This is an optimization exercise on Yosys and OpenROAD, whose aim is small area and a short achievable clock period, not a production implementation. Only simulation tests tie the RTL to the original design; equivalence was not proved.

File: design.v
module Full_Adder_1b(input  logic A, B, Cin,
						output logic S, Cout);
always_comb begin
	S = A ^ B ^ Cin;
	Cout = A & B | (A^B) & Cin;
end
endmodule 
module Full_Adder #(parameter N = 4)
						 (input  logic [N-1:0] A, B,
						  input  logic  		  Cin,
						  output logic [N-1:0] S,
						  output logic 		  Cout);
	logic [N-1:0] w;
	assign w[0] = Cin;
	genvar i;
	generate
		for(i = 0; i < N-1; i++)
			begin : generate_adder
				Full_Adder_1b adder(A[i], B[i], w[i], S[i], w[i+1]);
			end	
	endgenerate
	Full_Adder_1b adder(A[N-1], B[N-1], w[N-1], S[N-1], Cout);
endmodule 
module Register #(parameter N=2) (input  logic CLK, RST, EN,
						   	input  logic [N-1:0] Data_In,
							   output logic [N-1:0] Data_Out);
	logic [N-1:0] OUT;
	always_ff @(posedge CLK) begin
		if      (RST) OUT <= 0;
		else if (EN) OUT <= Data_In;
	end
	assign Data_Out = OUT;
endmodule 
module Addition #(parameter N = 4)
					  (input  logic [N-1:0] A, B,
						output logic [N-1:0] S);
logic Cout, Overflow;
logic [N-1:0] OverflowResult;
logic [N-1:0] Result;
logic neg;
Full_Adder #(N) adder(.A(A), 
							 .B(B), 
							 .Cin(1'b0), 
							 .S(Result), 
							 .Cout(Cout));
assign Overflow = (A[N-1] === B[N-1]) && (A[N-1] !== Result[N-1]);
assign neg = A[N-1] && B[N-1] && (Result[N-1] === 1'b0);
assign OverflowResult = neg ? ({1'b1, {N-2{1'b0}}, 1'b1}) : ({1'b0, {N-1{1'b1}}});
assign S = Overflow ? OverflowResult : Result;
endmodule 
module Multiplication #(parameter N = 16)
							  (input logic  [N-1:0] A, B,
							   output logic [N-1:0] Result);
logic neg, overflow, overflow_result;					
logic [N-1:0] Am, Bm;
logic [(N*2)-1:0] mult;		
logic [N-1:0] high, mid, low;					
logic [(N/2)-1:0] a, b, c, d;
assign Am = A[N-1] ? (~A)+1 : A;  
assign Bm = B[N-1] ? (~B)+1 : B;  
assign a = Am[N-1:(N/2)];
assign b = Am[(N/2)-1:0];
assign c = Bm[N-1:(N/2)];
assign d = Bm[(N/2)-1:0];
assign high = (a * c);
assign mid  = (a * d) + (b * c);
assign low  = (b * d); 
assign mult = ((high << (N/2)) + mid + (low >> (N/2)));
assign neg = (A[N-1] || B[N-1]) && (A[N-1] !== B[N-1]); 
always_comb begin
	if(mult[(N*2)-1:N-1] === {{N{1'b0}}}) begin
		Result <= neg ? (~mult[N-1:0])+1 : mult[N-1:0];
	end else begin
		Result <= neg ? ({1'b1, {N-2{1'b0}}, 1'b1}) : {1'b0, {N-1{1'b1}}};
	end
	if(A === 0 || B === 0) Result <= {N{1'b0}};
end
endmodule 
module DigitalFilter(input  logic clk, rst, 
							input  logic [31:0] data_in, a1, b0, b1,
							output logic [31:0] yn);
logic [31:0] xn, wn, wn1, wn1_a1, wn1_b1, wn_b0;
Addition #(32) adder1(.A(data_in), 
							 .B(32'hFFC00001), 
							 .S(xn));
Addition #(32) adder2(.A(xn), 
							 .B(wn1_a1), 
							 .S(wn));
Register #(32) reg1(.CLK(clk),
						  .RST(rst),
						  .EN(1'b1),
						  .Data_In(wn),
						  .Data_Out(wn1));
Multiplication #(32) mult1(.A(wn1),
								   .B(a1),
								   .Result(wn1_a1));
Multiplication #(32) mult2(.A(wn1),
								   .B(b1),
								   .Result(wn1_b1));
Multiplication #(32) mult3(.A(wn),
								   .B(b0),
								   .Result(wn_b0));
Addition #(32) adder3(.A(wn_b0), 
							 .B(wn1_b1), 
							 .S(yn));			  
endmodule 
File: run.sh
#!/bin/bash
# synth_recipe.tcl (not shown) runs the flow's synth.tcl, then flattens the netlist and writes it again
# the make line also repeats each setting of config.mk as NAME=value (left out here)
make -C /OpenROAD-flow-scripts/flow DESIGN_CONFIG=/design/flow/config.mk WORK_HOME=/design/flow/orfs CLKGATE_MAP_FILE= SYNTH_SCRIPT=/design/flow/synth_recipe.tcl finish
File: config.mk
export PLATFORM = sky130hd
export DESIGN_NAME = DigitalFilter
export DESIGN_NICKNAME = DigitalFilter
export VERILOG_FILES = /design/flow/design.v
export SDC_FILE = /design/flow/constraint.sdc
export NUM_CORES = 4
export LEC_CHECK = 0
export CAP_MARGIN = 20
export CORE_MARGIN = 2
export CORE_UTILIZATION = 40
export PLACE_DENSITY = 0.6
export SLEW_MARGIN = 20
File: constraint.sdc
create_clock -name core_clock -period 110.0 [get_ports {clk}]
set_input_delay 22.0000 -clock core_clock [delete_from_list [all_inputs] [get_ports {clk}]]
set_output_delay 22.0000 -clock core_clock [all_outputs]
set_load 0.01 [all_outputs]
==> notes.md <==
* Worst Setup End Kind: output pin
* H-Tree Depth at 2
* Pre-Repair DR Iteration Count at 6
* Ys async rst share at 0
* Placer Congestion at 0.969
* Met1 GRT Util at 0.360
* Maximum clock path buffer count at 2
* Gr ovfl total at 0
* Max Clock Freq at 9.67 MHz
* Share of post-route cells with drive strength above 1 at 0.0460
* Final Hold Viols at 0
* Setup Fix Bufs, Post-CTS at 0
* # port buffers at 161
* Top flop regs: reg1.OUT (32)
* Via density at 5.41
* Largest reg by FF count: reg1.OUT
* Vias in the first global route at 99050
* Main synth FF type: dfxtp_1
* CTS root buf: clkbuf_16
* # Max-Cap Violations at 0
* Final Cell Area at 0.125 mm^2
* Slew Limit Headroom at 0.205
* Die height at 544 um
* Busiest grt layer: met2
* Post-synth EDFFs at 0
* Seq/Total Area, Yosys at 0.00549
* DR vias at 97463
* Seq cells post-synth at 32
* Average wire per standard cell at 22.0 um
* Antenna viol nets, final at 0
* Worst Skew at 6.44 ps
* Number of standard cells after synthesis at 14198
* Total GRT Usage at 0.272
* Type of origin of the critical path: primary input
* Synth area leaders: fa_1 44%, ha_1 14%, inv_1 9.9%, nand2_1 6.0%, nor2_1 5.9%
* Proportion of netlist area held by the largest area contributor at 0.440
* DRC Markers at 0
* Clock Pin Slew Worst Setup and Hold Paths at 60 ps
* CTS tree: yes
* DIE AREA at 0.296 mm^2
* Cell Rows at 198
* Total negative slack at 0 ps
* Area growth syn-to-layout at 7.46%
* # fillers at 29110
* HP Class: flop to flop
* Setup Viol. Count Final at 0
* Met2 Use GR at 0.428
* IO Pins at 162
* First-iteration detailed-routing DRC count at 8481
* Max Slew Vio Count at 0
* Status: finished clean
* Post-CTS sizing at 0
* Nets at 18118
* Initial antenna violation count at 24
* Initial Utilization at 0.402
* DRT Wirelength at 397000 um
* Cell Area, Synth at 0.117 mm^2
* Worst path slowest cell: a2111oi_0
* Cell mode on critical path: fa_1
* Clock latency (worst-skew pair) at 280 ps
* HPWL after DPL at 317000 um
* Max reg flops at 32
* Largest net degree at the start of global routing at 61
* Critical path arrival at 81440 ps
* WS Path Type: primary input to output pin
* Worst-Margin Slew at 1190 ps
* Placed cell areas at 0.125 mm^2
* Hold_buf cts at 0
* Period utilisation layout at 0.940
* Max stage delay on crit path at 830 ps
* Top cell type by total area after synthesis: fa_1
* CP max FO at 60
* Yosys cell types at 108
* # clock sinks at 32
* Mean Syn Cell Area at 8.22 um^2
* RSZ-0062 raised after global routing: false
* Num CTS Buffers at 5
* Core area at 0.291 mm^2
* Critical Path RT at 88000 ps
* Synth warnings at 3
* Grt met3 use at 0.0556
* Final worst path period need at 103440 ps
* First-pass GRT wire length at 609000 um
* Die width at 544 um
* Syn Nets at 18224
-- cell families (layout without fill, tap and decap cells) --
kind of cell             count (synthesis)  after routing  synth area share
other                                    0             15                 0
AND/OR/NAND/NOR                       4543           4543             0.163
adder cells (fa/ha/maj)               3896           3896             0.583
AO/OA/AOI/OAI                         1371           1371            0.0783
XOR/XNOR                               636            636            0.0480
multiplexers                            42             42           0.00371
buffers and inverters                 3678           3573             0.118
flip-flops                              32             32           0.00549
-- synth_stat cells, types with 13 or more instances --
| cell type | instances |
|---|---|
| o31ai_1 | 79 |
| o21ai_0 | 280 |
| nor2b_1 | 54 |
| and2_1 | 75 |
| a21boi_0 | 21 |
| or3_1 | 68 |
| nand3_1 | 117 |
| nor3b_1 | 22 |
| o31a_1 | 24 |
| o21a_1 | 84 |
| a211o_1 | 18 |
| nand4_1 | 45 |
| nor3_1 | 153 |
| clkbuf_1 | 569 |
| nand2b_1 | 57 |
| o21ai_1 | 42 |
| or4_1 | 30 |
| buf_2 | 13 |
| buf_1 | 25 |
| nor2_1 | 1826 |
| a21o_1 | 93 |
| o41ai_1 | 23 |
| a31oi_1 | 66 |
| nand2_1 | 1881 |
| xor2_1 | 240 |
| dfxtp_1 | 32 |
| o211a_1 | 14 |
| nand3b_1 | 16 |
| o21bai_1 | 41 |
| mux2i_1 | 35 |
| a31o_2 | 17 |
| ha_1 | 1329 |
| a21oi_1 | 303 |
| inv_1 | 3067 |
| and3_1 | 51 |
| nor4_1 | 51 |
| a211oi_1 | 53 |
| xnor2_1 | 393 |
| o211ai_1 | 48 |
| a311oi_1 | 16 |
| or2_2 | 47 |
| fa_1 | 2567 |
-- area by class of cell --
type                       instances  area, um^2  share of cell area
inverter                        3070       11500              0.0919
clock inverter                     3        46.3            0.000369
timing repair buffer             495        4110              0.0328
antenna                           15        37.5            0.000299
multi-input combinational      10488      104000               0.830
clock buffer                       5         125            0.000997
tap                             3900        4880              0.0389
sequential                        32         642             0.00512
-- per-layer routing --
metal  part of all wire  vias to the layer above
met2               0.45                     4378
met5            0.00022                        -
li1                   -                    43003
met3               0.10                      923
met1               0.40                    49145
met4              0.054                       14
-- through the flow --
| stage | setup slack, ps | hold slack (ps) | util | cells |
|---|---|---|---|---|
| CTS | 6760 | 1820 | 0.431 | 17992 |
| floorplan | 12550 | 1350 | - | 14198 |
| finish | 6560 | 1840 | 0.432 | 18008 |
| global placement | 7760 | 1800 | 0.431 | 17984 |
| detailed placement | 6870 | 1790 | 0.431 | 17984 |
| global route | 3670 | 1970 | 0.432 | 17998 |
-- worst paths after layout --
kind / startpoint / endpoint / slack (ps) / depth (start not counted)
max: a1[6] / yn[28] / 6560 / 173
min: reg1.OUT[30] / reg1.OUT[10] / 1840 / 8
max reg2reg: reg1.OUT[0] / reg1.OUT[0] / 77750 / 88
min reg2reg: reg1.OUT[30] / reg1.OUT[10] / 1840 / 8
-- worst max-delay path, delay by kind of cell --
family | cells | cell delay [ps]
AOI/OAI and AO/OA | 30 | 8240
muxes | 1 | 300
buffers and inverters | 17 | 2970
adders and majority gates | 83 | 36520
xor gates and xnor gates | 6 | 1080
and+or+nand+nor | 36 | 10220
-- cell usage in the layout (no fill, tap or decap), types with 18 or more instances in the layout --
cell	n
o21ai_1	40
nor2_1	1825
nand2b_1	57
nor2b_1	54
inv_1	3067
ha_1	1329
nor4_1	49
clkdlybuf4s50_1	158
nand3_1	115
nand2_1	1881
and2_1	75
a21boi_0	21
xnor2_2	84
mux2i_1	32
nor3_1	153
or4_1	30
o21a_1	84
o211ai_1	48
xor2_1	166
nor3b_1	21
dfxtp_1	31
or2_2	47
xor2_4	28
xnor2_1	299
a211o_1	18
a21oi_1	302
xor2_2	47
a31oi_1	66
nand4_1	45
o31a_1	24
a21o_1	93
a211oi_1	53
fa_1	2566
buf_4	333
o31ai_1	77
and3_1	50
o21bai_1	41
or3_1	68
o21ai_0	278
o41ai_1	23

## afterwards: timing with drivers on the ports
How much do the figures lean on ideal ports? The routed layout below was timed once more, with nothing changed but the port constraints.
Step 1: set_driving_cell puts a clkbuf_16 on clk and a buf_2 on each other input, an assumption about the parent block.
Step 2 times the ports against the registers' clock, not the clock port: input delays grow and output delays shrink by t, the midpoint of the rising clock arrivals with the driver on.
a / b / c = no drivers / after step 1 / after step 2; a / b = the first two.
t (ns): 0.343
slack for setup (ns): 6.564 / 6.485 / 6.485
hold WS [ns]: 1.841 / 1.841 / 1.841
pins driven straight from the clock port: 1
After both steps this run still meets setup and hold. The setup slack of this run moves by -0.079 ns with the drivers and by -0.079 ns with both steps.
